Context: an optimization exercise on an open-source flow, tuned for small area. The choices shown serve that exercise and are no tape-out recipe. In this exercise RTL edits were held to simulation tests only and were not proved equivalent to the original. Power and IR drop assume default switching activity.

==> flow/design.v (excerpt) <==
module lottery(
	input clk,
	input [4:0] W1, W2, W3, W4, N_in,
	input reset, scan,
	output SYSRDY, winner, not_a_win, RD_ERR,
	output [2:0] Eur100,
	output [3:0] Eur010, Eur001
);
clock: 15.0 ns
lec_check: 0
cap_margin: 20
core_margin: 2
core_utilization: 40
place_density: 0.6
slew_margin: 20
standard.sh (not shown) runs the stock make flow with config.mk's settings and CLKGATE_MAP_FILE= SYNTH_SCRIPT=/design/flow/synth_recipe.tcl, a recipe that flattens the netlist after the stock synthesis.
==> flow/flow/run.sh <==
#!/bin/bash
# The standard synthesis, its combinational logic mapped again for area by ABC
# (flip-flops untouched), then the standard layout with the smallest buffer on
# every input and output port. Each tool's output goes to a log file here.
set -euo pipefail
R=orfs/results/$FLOW_PLATFORM/lottery/base
export LIB=$FLOW_HOME/platforms/$FLOW_PLATFORM/lib/sky130_fd_sc_hd__tt_025C_1v80.lib
bash standard.sh synth > make_synth.log 2>&1
cp $R/1_2_yosys.v standard_synth.v
python3 flow/mkmodels.py $LIB models.v > mkmodels.log 2>&1
export ABC_DONT_USE="$(for c in $(sed -n '/^export DONT_USE_CELLS/,/^$/p' $FLOW_HOME/platforms/$FLOW_PLATFORM/config.mk | grep -o 'sky130_fd_sc_hd__[a-z0-9_]*'); do printf -- '-dont_use %s ' $c; done)"
NETLIST_IN=standard_synth.v NETLIST_OUT=resynth.v yosys -c flow/resynth.tcl > yosys_resynth.log 2>&1
cp resynth.v $R/1_2_yosys.v
rm -f $R/1_synth.odb $R/1_synth.sdc
bash standard.sh BUFFER_PORTS_ARGS="-buffer_cell sky130_fd_sc_hd__buf_1" CTS_ARGS="-sink_clustering_enable -repair_clock_nets -dont_use_dummy_load -buf_list sky130_fd_sc_hd__clkbuf_4 -sink_clustering_size 35 -sink_clustering_max_diameter 500" finish > make_finish.log 2>&1
Other scripts of this flow, unchanged in this note and not shown: flow/flow/mkmodels.py, flow/flow/resynth.abc, flow/flow/resynth.tcl
The first run finished clean.
==> next run, changes <==
--- a/flow/flow/run.sh
+++ b/flow/flow/run.sh
@@ -15 +15 @@
-bash standard.sh BUFFER_PORTS_ARGS="-buffer_cell sky130_fd_sc_hd__buf_1" CTS_ARGS="-sink_clustering_enable -repair_clock_nets -dont_use_dummy_load -buf_list sky130_fd_sc_hd__clkbuf_4 -sink_clustering_size 35 -sink_clustering_max_diameter 500" finish > make_finish.log 2>&1
+bash standard.sh BUFFER_PORTS_ARGS="-buffer_cell sky130_fd_sc_hd__buf_1" finish > make_finish.log 2>&1
Result: The changed run completed without violations; count of clock-buffer cells in the layout rises by 2; cell area went up by about 1.7%; sequential share of layout area is lower by 0.63 points; non-clock buffer count stays the same.
==> next run, changes <==
--- a/flow/flow/run.sh
+++ b/flow/flow/run.sh
@@ -15 +15 @@
-bash standard.sh BUFFER_PORTS_ARGS="-buffer_cell sky130_fd_sc_hd__buf_1" finish > make_finish.log 2>&1
+bash standard.sh BUFFER_PORTS_ARGS="-buffer_cell sky130_fd_sc_hd__buf_1" CTS_ARGS="-sink_clustering_enable -repair_clock_nets -dont_use_dummy_load -buf_list sky130_fd_sc_hd__clkbuf_8 -sink_clustering_size 35 -sink_clustering_max_diameter 500" finish > make_finish.log 2>&1
Result:
- worst setup slack got worse by 0.028 ns
- design area is lower by 0.48%
- synthesized cell count is unchanged
==> next run, changes <==
--- a/flow/flow/run.sh
+++ b/flow/flow/run.sh
@@ -15 +15 @@
-bash standard.sh BUFFER_PORTS_ARGS="-buffer_cell sky130_fd_sc_hd__buf_1" CTS_ARGS="-sink_clustering_enable -repair_clock_nets -dont_use_dummy_load -buf_list sky130_fd_sc_hd__clkbuf_8 -sink_clustering_size 35 -sink_clustering_max_diameter 500" finish > make_finish.log 2>&1
+bash standard.sh BUFFER_PORTS_ARGS="-buffer_cell sky130_fd_sc_hd__buf_1" finish > make_finish.log 2>&1
- CTS_BUF_LIST: unset -> sky130_fd_sc_hd__clkbuf_4
- CTS_CLUSTER_SIZE: unset -> 10
Result: Setup slack gets better by 0.061 ns; final area drops by about 0.43%; routed wire length barely changes; clock-buffer cell count rose by 2; hold slack is better by 0.0096 ns; synthesized area does not change; sequential power hardly moves; via count climbs by about 1%; global-route usage is about the same; first-iteration DRC count fell by 11%.

---

Setup of run A:
Another version of the RTL of lottery (not shown whole).
For scale: ~35 flip-flops, ~43 I/O pins, ~0.0032 sq mm of cells after synthesis.
clock: 15.0 ns
lec_check: 0
abc_area: 1
cap_margin: 20
core_margin: 2
core_utilization: 40
place_density: 0.6
slew_margin: 20
run.sh (not shown) runs the stock make flow with config.mk's settings and CLKGATE_MAP_FILE= SYNTH_SCRIPT=/design/flow/synth_recipe.tcl, a recipe that flattens the netlist after the stock synthesis.
Stock flow here: none of the scripts above is used.
Changes in run B relative to run A:
Settings: a deleted ABC_AREA that had been 1.
[summary]
Summary of the comparison: instance area at placement is lower in run B, relative to run A. Where overall power is concerned, run A is outperformed by run B. Density: run B denser than run A. Of run A and run B, run A shows the lower period utilization, with run B above it. | highest ir drop seen on vdd | run B vs run A | 9.2% higher |. Taking run A as the reference, in run B share of total power in sequential cells saw an increase, non-filler instance count after layout shrank by 31%.
For run C, these inputs were changed with respect to run B:
Settings: ABC_AREA newly set to 1.
==> flow/flow/run.sh (new file) <==
#!/bin/bash
# The standard layout, with the smallest buffer on every input and output port.
set -euo pipefail
bash standard.sh BUFFER_PORTS_ARGS="-buffer_cell sky130_fd_sc_hd__buf_1" finish > make_finish.log 2>&1
==> flow/standard.sh (new file) <==
#!/bin/bash
# synth_recipe.tcl (not shown) runs the flow's synth.tcl, then flattens the netlist and writes it again
# the make line also repeats each setting of config.mk as NAME=value (left out here)
make -C /OpenROAD-flow-scripts/flow DESIGN_CONFIG=/design/flow/config.mk WORK_HOME=/design/flow/orfs CLKGATE_MAP_FILE= SYNTH_SCRIPT=/design/flow/synth_recipe.tcl "${@:-finish}"
removed: flow/run.sh
Notes after the runs:
In the reports for run B and run C, the larger aggregate routed wire length belongs to run C.
Between run B and run C, the flow reports number of instances in the synthesized netlist increasing by more than half.
Clock-pin transition on the worst setup and hold timing paths: run C vs run B — no meaningful difference
Compared with run B, run C shows a cell depth of the worst flop-to-flop path that is about 8% higher.
From run B to run C the numbers moved as follows: initial antenna violation count ~0 delta; fraction of area in multi-input gates increased by 1.0 points relative to the old numbers; design area has increased; standard cell core area rose 12%; count of TritonRoute iterations in the first routing pass rose 1.
Re via count: run B was lower than run C.
Signal arrival time at the worst endpoint: run B and run C compared, lower one is run C
For run D, these inputs were changed with respect to run C:
Settings: ABC_AREA no longer set, was 1.
Results
Looking at the reports, run D completed the entire flow and the layout it produced met the timing, design-rule and antenna checks. Against run C as the reference, run D delivers a higher portion of the layout cell area used by non-clock buffers. Compare run D and run C | via count of the first global-routing pass higher: run C. Relative to run C, worst ir drop on vdd has decreased by about 4.7% in run D. First-pass GRT wire length improves in run D relative to run C. Per the comparison of run D with run C, final worst-path setup slack fell by 1.03 ns, final area saw a decrease.

---

Setup of build 79:
The RTL this note starts from:
==> flow/design.v <==
module lottery(
	input clk,
	input [4:0] W1, W2, W3, W4, N_in,
	input reset, scan,
	output SYSRDY, winner, not_a_win, RD_ERR,
	output [2:0] Eur100,
	output [3:0] Eur010, Eur001
);
	assign RD_ERR = err;
	assign SYSRDY = (W1 != 0) && (W2 != 0) && (W3 != 0) && (W4 != 0) &&
	                (W1 != W2) && (W1 != W3) && (W1 != W4) &&
	                (W2 != W3) && (W2 != W4) && (W3 != W4);
	reg [4:0] b1, b2, b3;    
	reg [2:0] line;          
	reg [1:0] n;             
	reg [1:0] h;             
	reg err, f;              
	reg [2:0] sh;            
	reg [3:0] st;            
	reg [2:0] sq;            
	reg sr;                  
	wire rd   = scan && SYSRDY && (N_in != 0);
	wire dup1 = (N_in == b1);
	wire dup2 = (N_in == b2);
	wire dup3 = (N_in == b3);
	wire dup  = (n[1] | n[0]) & dup1 | n[1] & dup2 | n[1] & n[0] & dup3;
	wire take = rd && (line != 0) && !dup;             
	wire hit  = (N_in == W1) || (N_in == W2) || (N_in == W3) || (N_in == W4);
	wire [2:0] hn = (n == 0) ? {2'b0, hit} : {1'b0, h} + {2'b0, hit};
	wire add  = take && (n == 3) && !f;                
	wire p1   = add && (hn == 1);                      
	wire p5   = add && (hn >= 2);                      
	wire p20  = add && (hn >= 3);                      
	wire p100 = add && hn[2];                          
	wire       qw = p1 & sq[2];                        
	wire [2:0] qn = p1 ? {sq[1] & sq[0], sq[1] ^ sq[0], ~sq[0] & ~sq[2]} : sq;
	wire       rt = p5 | qw;                           
	wire       uc = sr & rt;                           
	wire [2:0] k  = st[3:1];
	wire       ke = uc & st[0];                        
	wire       k1 = p20 ^ ke;                          
	wire       k2 = p20 & ke;                          
	wire [2:0] kp1 = {k[1] & k[0], k[1] ^ k[0], ~k[0] & ~k[2]};
	wire [2:0] kp2 = {k[1] & ~k[0], ~k[1] & ~k[2], (k[0] & ~k[1]) | k[2]};
	wire [2:0] kn = k2 ? kp2 : k1 ? kp1 : k;
	wire       tc = k2 ? (k[2] | (k[1] & k[0])) : k1 & k[2];
	wire [3:0] tn = {kn, st[0] ^ uc};
	wire [2:0] hs = sh + p100 + tc;
	always @(posedge clk or negedge reset) begin
		if (!reset) begin
			line <= 0;
			n <= 0;
			err <= 0;
			f <= 0;
		end
		else if (scan && SYSRDY) begin
			if (N_in == 0)
				err <= 1;
			else if (line == 0) begin
				if (N_in > 6)
					err <= 1;
				else begin
					line <= N_in[2:0];
					err <= 0;
				end
			end
			else if (dup)
				err <= 1;
			else begin
				n <= n + 1;
				if (n != 0)
					err <= 0;
				if (n == 3) begin
					line <= line - 1;
					if (line == 1)
						f <= 1;
				end
			end
		end
	end
	always @(posedge clk) begin
		if (take) begin
			b1 <= N_in;
			b2 <= b1;
			b3 <= b2;
			h <= (n == 0) ? {1'b0, hit} : {h[1] | (h[0] & hit), h[0] ^ hit};
		end
	end
	wire clr = rd && (line == 0) && !f;
	reg [2:0] shi, sqi;
	reg [3:0] sti;
	reg sri;
	always @(*) begin
		sh = ~shi;
		st = ~sti;
		sq = ~sqi;
		sr = ~sri;
	end
	always @(posedge clk) begin
		if (clr) begin
			shi <= 3'b111;
			sti <= 4'b1111;
			sqi <= 3'b111;
			sri <= 1'b1;
		end
		else begin
			shi <= ~hs;
			sti <= ~tn;
			sqi <= ~qn;
			sri <= ~(sr ^ rt);
		end
	end
	wire [3:0] su = sr ? {sq[2] | (sq[1] & sq[0]), ~sq[2] & ~(sq[1] & sq[0]), sq[0] ^ sq[1], ~sq[0]} : {1'b0, sq};
	wire nz = (sh != 0) || (st != 0) || (sq != 0) || sr;
	assign winner    = f & nz;
	assign not_a_win = f & !nz;
	assign Eur100 = f ? sh : 3'd0;
	assign Eur010 = f ? st : 4'd0;
	assign Eur001 = f ? su : 4'd0;
endmodule
export LEC_CHECK = 0
export CAP_MARGIN = 0
export CORE_MARGIN = 2
export CORE_UTILIZATION = 40
export GPL_TIMING_DRIVEN = 0
export PLACE_DENSITY = 0.6
export SLEW_MARGIN = 0
create_clock -name core_clock -period 15.0 [get_ports {clk}]
standard.sh (not shown) runs the stock make flow with config.mk's settings and CLKGATE_MAP_FILE= SYNTH_SCRIPT=/design/flow/synth_recipe.tcl, a recipe that flattens the netlist after the stock synthesis.
==> flow/flow/run.sh <==
#!/bin/bash
# The standard synthesis, its combinational logic mapped again for area by ABC
# (flip-flops untouched), then the standard layout with the smallest buffer on
# every input and output port and a small clock tree.
# ABC runs with 32 seeds; the six smallest netlists are each taken through
# placement, clock tree and global routing in a trial folder (the repairs there
# can add buffers), and the one with the smallest cell area is laid out.
# Each tool's output goes to a log file here or in the trial folders.
set -euo pipefail
R=orfs/results/$FLOW_PLATFORM/lottery/base
export LIB=$FLOW_HOME/platforms/$FLOW_PLATFORM/lib/sky130_fd_sc_hd__tt_025C_1v80.lib
CTS="-sink_clustering_enable -repair_clock_nets -dont_use_dummy_load -buf_list sky130_fd_sc_hd__clkbuf_4 -sink_clustering_size 35 -sink_clustering_max_diameter 500"
BUFS="-buffer_cell sky130_fd_sc_hd__buf_1"

bash standard.sh synth > make_synth.log 2>&1
cp $R/1_2_yosys.v standard_synth.v
python3 flow/mkmodels.py $LIB models.v > mkmodels.log 2>&1
export ABC_DONT_USE="$(for c in $(sed -n '/^export DONT_USE_CELLS/,/^$/p' $FLOW_HOME/platforms/$FLOW_PLATFORM/config.mk | grep -o 'sky130_fd_sc_hd__[a-z0-9_]*'); do printf -- '-dont_use %s ' $c; done)"
for batch in "1 2 3 4" "5 6 7 8" "9 10 11 12" "13 14 15 16" "17 18 19 20" "21 22 23 24" "25 26 27 28" "29 30 31 32"; do
  for s in $batch; do
    printf 'strash\n&get -n\n&deepsyn -T 20 -S %s\n&put\ndch -f\namap\ntopo\n' $s > resynth_$s.abc
    ABC_SCRIPT=resynth_$s.abc NETLIST_IN=standard_synth.v NETLIST_OUT=resynth_$s.v yosys -c flow/resynth.tcl > yosys_resynth_$s.log 2>&1 &
  done
  wait || true
done
for s in $(seq 1 32); do
  a=$(grep -o "Chip area for module '.lottery': [0-9.]*" yosys_resynth_$s.log | awk '{print $NF}' || true)
  [[ -n "$a" && -s resynth_$s.v ]] && echo "$a $s"
done | sort -n -k1,1 -u | head -6 > resynth_top.txt

# trial layouts up to global routing, in folders of their own
for s in $(awk '{print $2}' resynth_top.txt); do
  (
    T=$PWD/trial_$s
    mkdir -p $T
    sed -e "s#WORK_HOME=[^ ]*#WORK_HOME=$T/orfs#" -e '/^if \[\[/,$d' standard.sh > $T/trial.sh
    TR=$T/orfs/results/$FLOW_PLATFORM/lottery/base
    bash $T/trial.sh synth > $T/make_synth.log 2>&1
    cp resynth_$s.v $TR/1_2_yosys.v
    rm -f $TR/1_synth.odb $TR/1_synth.sdc
    bash $T/trial.sh BUFFER_PORTS_ARGS="$BUFS" CTS_ARGS="$CTS" grt > $T/make_grt.log 2>&1
    printf 'read_db %s\nreport_design_area\n' $TR/5_1_grt.odb > $T/area.tcl
    openroad -no_init -exit $T/area.tcl > $T/area.log 2>&1
  ) &
done
wait || true
best=$(for s in $(awk '{print $2}' resynth_top.txt); do
  a=$(grep -o "Design area [0-9.]*" trial_$s/area.log | awk '{print $3}' || true)
  [[ -n "$a" ]] && echo "$a $s"
done | sort -n | head -1 | awk '{print $2}')
[[ -n "$best" ]] || best=$(head -1 resynth_top.txt | awk '{print $2}')
{ echo "kept ABC run $best"; cat resynth_top.txt; grep -H "Design area" trial_*/area.log || true; } > resynth_choice.log

cp resynth_$best.v $R/1_2_yosys.v
rm -f $R/1_synth.odb $R/1_synth.sdc
bash standard.sh BUFFER_PORTS_ARGS="$BUFS" CTS_ARGS="$CTS" finish > make_finish.log 2>&1
Other scripts of this flow, unchanged in this note and not shown: flow/flow/mkmodels.py, flow/flow/resynth.tcl
Edits applied to the flow inputs when going from build 79 to trial 45:
-- flow/flow/run.sh --
<<< build 79, line 4
# every input and output port and a small clock tree.
# ABC runs with 32 seeds; the six smallest netlists are each taken through
# placement, clock tree and global routing in a trial folder (the repairs there
>>> trial 45, line 4
# every input and output port and a small clock tree.
# ABC runs with sixteen seeds; the four smallest netlists are each taken through
# placement, clock tree and global routing in a trial folder (the repairs there
<<< build 79, line 18
export ABC_DONT_USE="$(for c in $(sed -n '/^export DONT_USE_CELLS/,/^$/p' $FLOW_HOME/platforms/$FLOW_PLATFORM/config.mk | grep -o 'sky130_fd_sc_hd__[a-z0-9_]*'); do printf -- '-dont_use %s ' $c; done)"
for batch in "1 2 3 4" "5 6 7 8" "9 10 11 12" "13 14 15 16" "17 18 19 20" "21 22 23 24" "25 26 27 28" "29 30 31 32"; do
  for s in $batch; do
>>> trial 45, line 18
export ABC_DONT_USE="$(for c in $(sed -n '/^export DONT_USE_CELLS/,/^$/p' $FLOW_HOME/platforms/$FLOW_PLATFORM/config.mk | grep -o 'sky130_fd_sc_hd__[a-z0-9_]*'); do printf -- '-dont_use %s ' $c; done)"
for batch in "1 2 3 4" "5 6 7 8" "9 10 11 12" "13 14 15 16"; do
  for s in $batch; do
<<< build 79, line 25
done
for s in $(seq 1 32); do
  a=$(grep -o "Chip area for module '.lottery': [0-9.]*" yosys_resynth_$s.log | awk '{print $NF}' || true)
  [[ -n "$a" && -s resynth_$s.v ]] && echo "$a $s"
done | sort -n -k1,1 -u | head -6 > resynth_top.txt

>>> trial 45, line 25
done
for s in $(seq 1 16); do
  a=$(grep -o "Chip area for module '.lottery': [0-9.]*" yosys_resynth_$s.log | awk '{print $NF}' || true)
  [[ -n "$a" && -s resynth_$s.v ]] && echo "$a $s"
done | sort -n -k1,1 -u | head -4 > resynth_top.txt

Notes after the runs:
Comparing trial 45 against build 79, there is no change at all in number of hold violations in the final report. Final-layout clock buffer total of build 79 is on par with trial 45. Per the comparison of trial 45 with build 79, via count flat, post-place setup slack flat.

-- static timing again, ports no longer ideal --
No port has a modelled driver above. Below, the same layouts with a new extraction and two added sets of constraints. Step 1, drivers: a clkbuf_16 drives clk and a buf_2 each remaining input, both assumed. Step 2 moves the port delays by t, midway between the first and last clock arrival at a register: inputs arrive t later, outputs are due t later. That takes back most of the time a late clock gives input paths. a / b / c = ideal ports / drivers / drivers and shift; a / b = the first two.
run | t, ns | slack for setup (ns) | latest minus earliest clock arrival (ns) | slew at the worst register clock pin (ns)
the first run of note 1 | 0.349 | 6.534 / 6.519 / 6.188 | 0.025 / 0.024 | 0.11 / 0.11
the second run of note 1 | 0.312 | 6.478 / 6.484 / 6.172 | 0.011 / 0.011 | 0.07 / 0.07
the third run of note 1 | 0.305 | 6.450 / 6.456 / 6.151 | 0.015 / 0.016 | 0.07 / 0.07
the fourth run of note 1 | 0.356 | 6.511 / 6.502 / 6.158 | 0.014 / 0.014 | 0.11 / 0.11
run A | 0.319 | 6.511 / 6.517 / 6.198 | 0.004 / 0.004 | 0.08 / 0.08
run B | 0.307 | 5.559 / 5.563 / 5.255 | 0.006 / 0.007 | 0.07 / 0.07
run C | 0.312 | 6.797 / 6.799 / 6.487 | 0.010 / 0.010 | 0.08 / 0.08
run D | 0.305 | 5.767 / 5.770 / 5.465 | 0.007 / 0.006 | 0.07 / 0.07
build 79 | 0.345 | 6.830 / 6.805 / 6.589 | 0.034 / 0.034 | 0.10 / 0.10
trial 45 | 0.345 | 6.830 / 6.805 / 6.589 | 0.034 / 0.034 | 0.10 / 0.10
After both steps setup and hold are still met in every run listed. The setup slack of the fourth run of note 1, which loses most, moves by -0.009 ns with the drivers and by -0.353 ns with both steps.
